Source: an optimization exercise on an open RTL-to-GDS flow (aim: small area, a short achievable clock period and few clock cycles). Production flows keep margins and buffers that such runs may drop.
The RTL was checked by simulation tests, not by an equivalence proof against the original design.
Power is estimated from default activity; no workload was simulated.

## run C
// mul
module mul
(
	input clk,
	input rst,
	input  [31:0] a,
	input  [31:0] b,
	input start,
	output [31:0] res_mul,
	output logic vld
);
logic bo0, bt0, bn0;
assign bo0 = b[0] ^ 1'b0;
assign bt0 = (b[1] & ~b[0] & ~1'b0) | (~b[1] & b[0] & 1'b0);
assign bn0 = b[1] & ~(b[0] & 1'b0);
assign pp1 = ((bo0 & a[0]) | (bt0 & 1'b0)) ^ bn0;
assign pp2 = ((bo0 & a[1]) | (bt0 & a[0])) ^ bn0;
assign pp3 = ((bo0 & a[2]) | (bt0 & a[1])) ^ bn0;
assign pp4 = ((bo0 & a[3]) | (bt0 & a[2])) ^ bn0;
assign pp5 = ((bo0 & a[4]) | (bt0 & a[3])) ^ bn0;
assign pp6 = ((bo0 & a[5]) | (bt0 & a[4])) ^ bn0;
assign pp7 = ((bo0 & a[6]) | (bt0 & a[5])) ^ bn0;
assign pp8 = ((bo0 & a[7]) | (bt0 & a[6])) ^ bn0;
assign pp9 = ((bo0 & a[8]) | (bt0 & a[7])) ^ bn0;
assign pp10 = ((bo0 & a[9]) | (bt0 & a[8])) ^ bn0;
assign pp11 = ((bo0 & a[10]) | (bt0 & a[9])) ^ bn0;
assign pp12 = ((bo0 & a[11]) | (bt0 & a[10])) ^ bn0;
assign pp13 = ((bo0 & a[12]) | (bt0 & a[11])) ^ bn0;
assign pp14 = ((bo0 & a[13]) | (bt0 & a[12])) ^ bn0;
assign pp15 = ((bo0 & a[14]) | (bt0 & a[13])) ^ bn0;
assign pp16 = ((bo0 & a[15]) | (bt0 & a[14])) ^ bn0;
assign pp17 = ((bo0 & a[16]) | (bt0 & a[15])) ^ bn0;
assign pp18 = ((bo0 & a[17]) | (bt0 & a[16])) ^ bn0;
  ...
Size: about 1300 cells after synthesis, roughly 69 flip-flops.
Settings: LEC_CHECK=0, CAP_MARGIN=20, CORE_MARGIN=2, CORE_UTILIZATION=55, SLEW_MARGIN=20; clock period 12.0 ns.
standard.sh (not shown) runs the stock make flow with config.mk's settings and CLKGATE_MAP_FILE= SYNTH_SCRIPT=/design/flow/synth_recipe.tcl, a recipe that flattens the netlist after the stock synthesis.
==> flow/flow/run.sh <==
#!/bin/bash
# The standard ORFS layout with three changes to how it is made:
#  - synthesis skips the generic ABC pass inside Yosys's synth command
#    (SYNTH_ARGS=-noabc), so extract_fa sees the adders as written and maps
#    them to full-adder cells without inverters between them; registers and
#    their names are the standard synthesis's;
#  - the port buffers are sky130_fd_sc_hd__buf_2 instead of a delay buffer;
#  - repair_timing aims for a larger setup margin.
set -euo pipefail
cd "$(dirname "$0")/.."
export SYNTH_ARGS="-noabc"
export BUFFER_PORTS_ARGS="-buffer_cell sky130_fd_sc_hd__buf_2"
export SETUP_SLACK_MARGIN=6.0
bash standard.sh finish > standard.log 2>&1
Run C reached the final stage; the timing, design-rule and antenna checks on its layout passed.
Testbench counts of run C, summed over its fixed seeds: cycles 3,200.
[inputs] run A vs run C
diff --git a/flow/flow/run.sh b/flow/flow/run.sh
--- a/flow/flow/run.sh
+++ b/flow/flow/run.sh
@@ -7 +7 @@
-#  - the port buffers are sky130_fd_sc_hd__buf_2 instead of a delay buffer;
+#  - the port buffers are sky130_fd_sc_hd__buf_4 instead of a delay buffer;
@@ -12,2 +12,2 @@
-export BUFFER_PORTS_ARGS="-buffer_cell sky130_fd_sc_hd__buf_2"
-export SETUP_SLACK_MARGIN=6.0
+export BUFFER_PORTS_ARGS="-buffer_cell sky130_fd_sc_hd__buf_4"
+export SETUP_SLACK_MARGIN=5.8
In run A, the number of vias after detailed routing came out 1.6% below the value in run C. The critical path depth in cells in run A sits 1 below the value recorded for run C. Number of clock buffers in the layout (higher): run C. Run A and run C ended up with nearly the same part of the total power dissipated in combinational logic. Tapcell count of run C is on par with run A.

== lane 1 ==
mul, a different RTL version from the one above (not shown whole).
Size in the first run: roughly 65 flip-flops, about 100 I/O pins, ~12000 µm² of cells after synthesis.
clock: 12.0 ns
lec_check: 0
cap_margin: 20
core_margin: 2
core_utilization: 55
cts_buf_list: sky130_fd_sc_hd__clkbuf_4 sky130_fd_sc_hd__clkbuf_8
cts_cluster_size: 40
slew_margin: 20
==> flow/flow/run.sh <==
#!/bin/bash
# The standard ORFS layout with three changes to how it is made:
#  - synthesis skips the generic ABC pass inside Yosys's synth command
#    (SYNTH_ARGS=-noabc), so extract_fa sees the adders as written and maps
#    them to full-adder cells without inverters between them; registers and
#    their names are the standard synthesis's;
#  - the port buffers are sky130_fd_sc_hd__buf_4 instead of a delay buffer;
#  - repair_timing aims for a larger setup margin.
set -euo pipefail
cd "$(dirname "$0")/.."
export SYNTH_ARGS="-noabc"
export BUFFER_PORTS_ARGS="-buffer_cell sky130_fd_sc_hd__buf_4"
export SETUP_SLACK_MARGIN=6.2
bash standard.sh finish > standard.log 2>&1
Testbench counts of lane 1, summed over its fixed seeds: cycles 3,200.
Setup changes, lane 1 to lane 4
-- flow/flow/run.sh --
<<< lane 1, line 11
export SYNTH_ARGS="-noabc"
export BUFFER_PORTS_ARGS="-buffer_cell sky130_fd_sc_hd__buf_4"
export SETUP_SLACK_MARGIN=6.2
bash standard.sh finish > standard.log 2>&1
>>> lane 4, line 11
export SYNTH_ARGS="-noabc"
export BUFFER_PORTS_ARGS="-buffer_cell sky130_fd_sc_hd__buf_4"
export SETUP_SLACK_MARGIN=6.4
bash standard.sh finish > standard.log 2>&1
--- outcome ---
Of the two values seen for cell with the largest stage delay on the worst path, sky130_fd_sc_hd__ha_1 was produced by lane 1 and sky130_fd_sc_hd__or4_4 by lane 4.
Compared with lane 1, design internal power in lane 4 increased by a few percent.
Number of cells on the critical path delta for lane 4 relative to lane 1: 2 higher
Going from lane 1 to lane 4, number of filler instances in the final layout shrank by a few percent.
Going from lane 1 to lane 4, combined flip-flop and latch cell area was more or less identical; minimum setup slack after placement saw an increase; multi-input gate share of total cell area dropped 2.6 points; setup slack moved up.
Looking at classification of the worst setup path, the flop to primary output result is from lane 4; the input pin to flop one comes from lane 1.

mul again, from the RTL that the note above started with.
Settings: LEC_CHECK=0, CAP_MARGIN=20, CORE_MARGIN=2, CORE_UTILIZATION=55, SLEW_MARGIN=20; clock period 12.0 ns.
==> flow/flow/run.sh <==
#!/bin/bash
# The standard ORFS layout with three changes to how it is made:
#  - synthesis skips the generic ABC pass inside Yosys's synth command
#    (SYNTH_ARGS=-noabc), so extract_fa sees the adders as written and maps
#    them to full-adder cells without inverters between them; registers and
#    their names are the standard synthesis's;
#  - the port buffers are sky130_fd_sc_hd__buf_4 instead of a delay buffer;
#  - repair_timing aims for a larger setup margin.
set -euo pipefail
cd "$(dirname "$0")/.."
export SYNTH_ARGS="-noabc"
export BUFFER_PORTS_ARGS="-buffer_cell sky130_fd_sc_hd__buf_4"
export SETUP_SLACK_MARGIN=6.2
bash standard.sh finish > standard.log 2>&1
The starting point finished clean.
Testbench counts at the start, summed over its fixed seeds: cycles 3,200.
Edit:
- CTS_BUF_LIST: unset -> sky130_fd_sc_hd__clkbuf_4 sky130_fd_sc_hd__clkbuf_8
- CTS_CLUSTER_SIZE: unset -> 40
- GPL_ROUTABILITY_DRIVEN: unset -> 0
Result:
- wire length drops by 1.1%
- area after synthesis is unchanged
- setup slack improved by 0.017 ns
- sequential share of layout area climbs by 0.10 points
- global-route usage is about the same
- combinational power hardly moves
- power drops by 1.7%
- cell area drops by 1.1%
- core utilization drops by 0.67 points
- fmax hardly moves
- non-clock buffer count drops by 2

run a:
Starting RTL as in the previous note.
Settings: LEC_CHECK=0, CAP_MARGIN=20, CORE_MARGIN=2, CORE_UTILIZATION=55, CTS_BUF_LIST=sky130_fd_sc_hd__clkbuf_4 sky130_fd_sc_hd__clkbuf_8, CTS_CLUSTER_SIZE=40, SLEW_MARGIN=20; clock period 12.0 ns.
==> flow/flow/run.sh <==
#!/bin/bash
# The standard ORFS layout with three changes to how it is made:
#  - synthesis skips the generic ABC pass inside Yosys's synth command
#    (SYNTH_ARGS=-noabc), so extract_fa sees the adders as written and maps
#    them to full-adder cells without inverters between them; registers and
#    their names are the standard synthesis's;
#  - the port buffers are sky130_fd_sc_hd__buf_4 instead of a delay buffer;
#  - repair_timing aims for a larger setup margin.
set -euo pipefail
cd "$(dirname "$0")/.."
export SYNTH_ARGS="-noabc"
export BUFFER_PORTS_ARGS="-buffer_cell sky130_fd_sc_hd__buf_4"
export SETUP_SLACK_MARGIN=6.1
bash standard.sh finish > standard.log 2>&1
Run a finished all stages; the layout is clean.
Testbench counts of run a, summed over its fixed seeds: cycles 3,200.
## Diff of input files: run b against run a
--- a/flow/flow/run.sh
+++ b/flow/flow/run.sh
@@ -13,2 +13,2 @@
-export SETUP_SLACK_MARGIN=6.1
-bash standard.sh finish > standard.log 2>&1
+export SETUP_SLACK_MARGIN=6.2
+bash standard.sh MATCH_CELL_FOOTPRINT=0 finish > standard.log 2>&1
==> comparison <==
Instance count after placement with tap cells included delta (run b -> run a): insignificant. Against run a, run b reports a wire length on met2 that is higher. Of run b and run a, it is run b that has the higher final critical-path setup slack. Summary of run b over run a: share of the cycle needed by the critical path after routing lower; total number of vias higher. Across both runs, number of cells on the critical path was higher for run b than for run a. Run b and run a ended up with roughly the same first-pass GRT wire length.

==> separate check: timing with driven ports <==
In the flow no input, the clock included, has a driving cell. The finished layouts below were timed again as built, in two steps. Step 1, drivers: a clkbuf_16 drives clk and a buf_2 each remaining input, both assumed. Step 2 times the ports against the registers' clock, not the clock port: input delays grow and output delays shrink by t, the midpoint of the rising clock arrivals with the driver on. Slacks: ideal / step 1 / step 2; pairs: ideal / step 1.
| run | t, ns | setup slack, ns | worst setup path after step 2 | worst register clock-pin slew, ns | pins driven straight from the clock port |
|---|---|---|---|---|---|
| run C of note 1 | 0.401 | 6.094 / 6.127 / 5.726 | input to register | 0.07 / 0.07 | 1 |
| run A of note 1 | 0.403 | 5.944 / 5.959 / 5.570 | input to register | 0.07 / 0.07 | 1 |
| lane 1 | 0.420 | 6.262 / 6.273 / 5.853 | input to register | 0.09 / 0.09 | 1 |
| lane 4 | 0.438 | 6.359 / 6.314 / 5.929 | input to register | 0.10 / 0.10 | 1 |
| the first run of note 3 | 0.396 | 6.245 / 6.273 / 5.877 | input to register | 0.06 / 0.06 | 1 |
| the second run of note 3 | 0.420 | 6.262 / 6.273 / 5.853 | input to register | 0.09 / 0.09 | 1 |
| run a of note 4 | 0.418 | 6.181 / 6.184 / 5.775 | input to register | 0.09 / 0.09 | 1 |
| run b of note 4 | 0.428 | 6.272 / 6.268 / 5.840 | input to register | 0.09 / 0.09 | 1 |
After both steps setup and hold are still met in every run listed. For run b of note 4, which loses most, drivers alone change the setup slack by -0.004 ns; drivers and shift together by -0.432 ns.
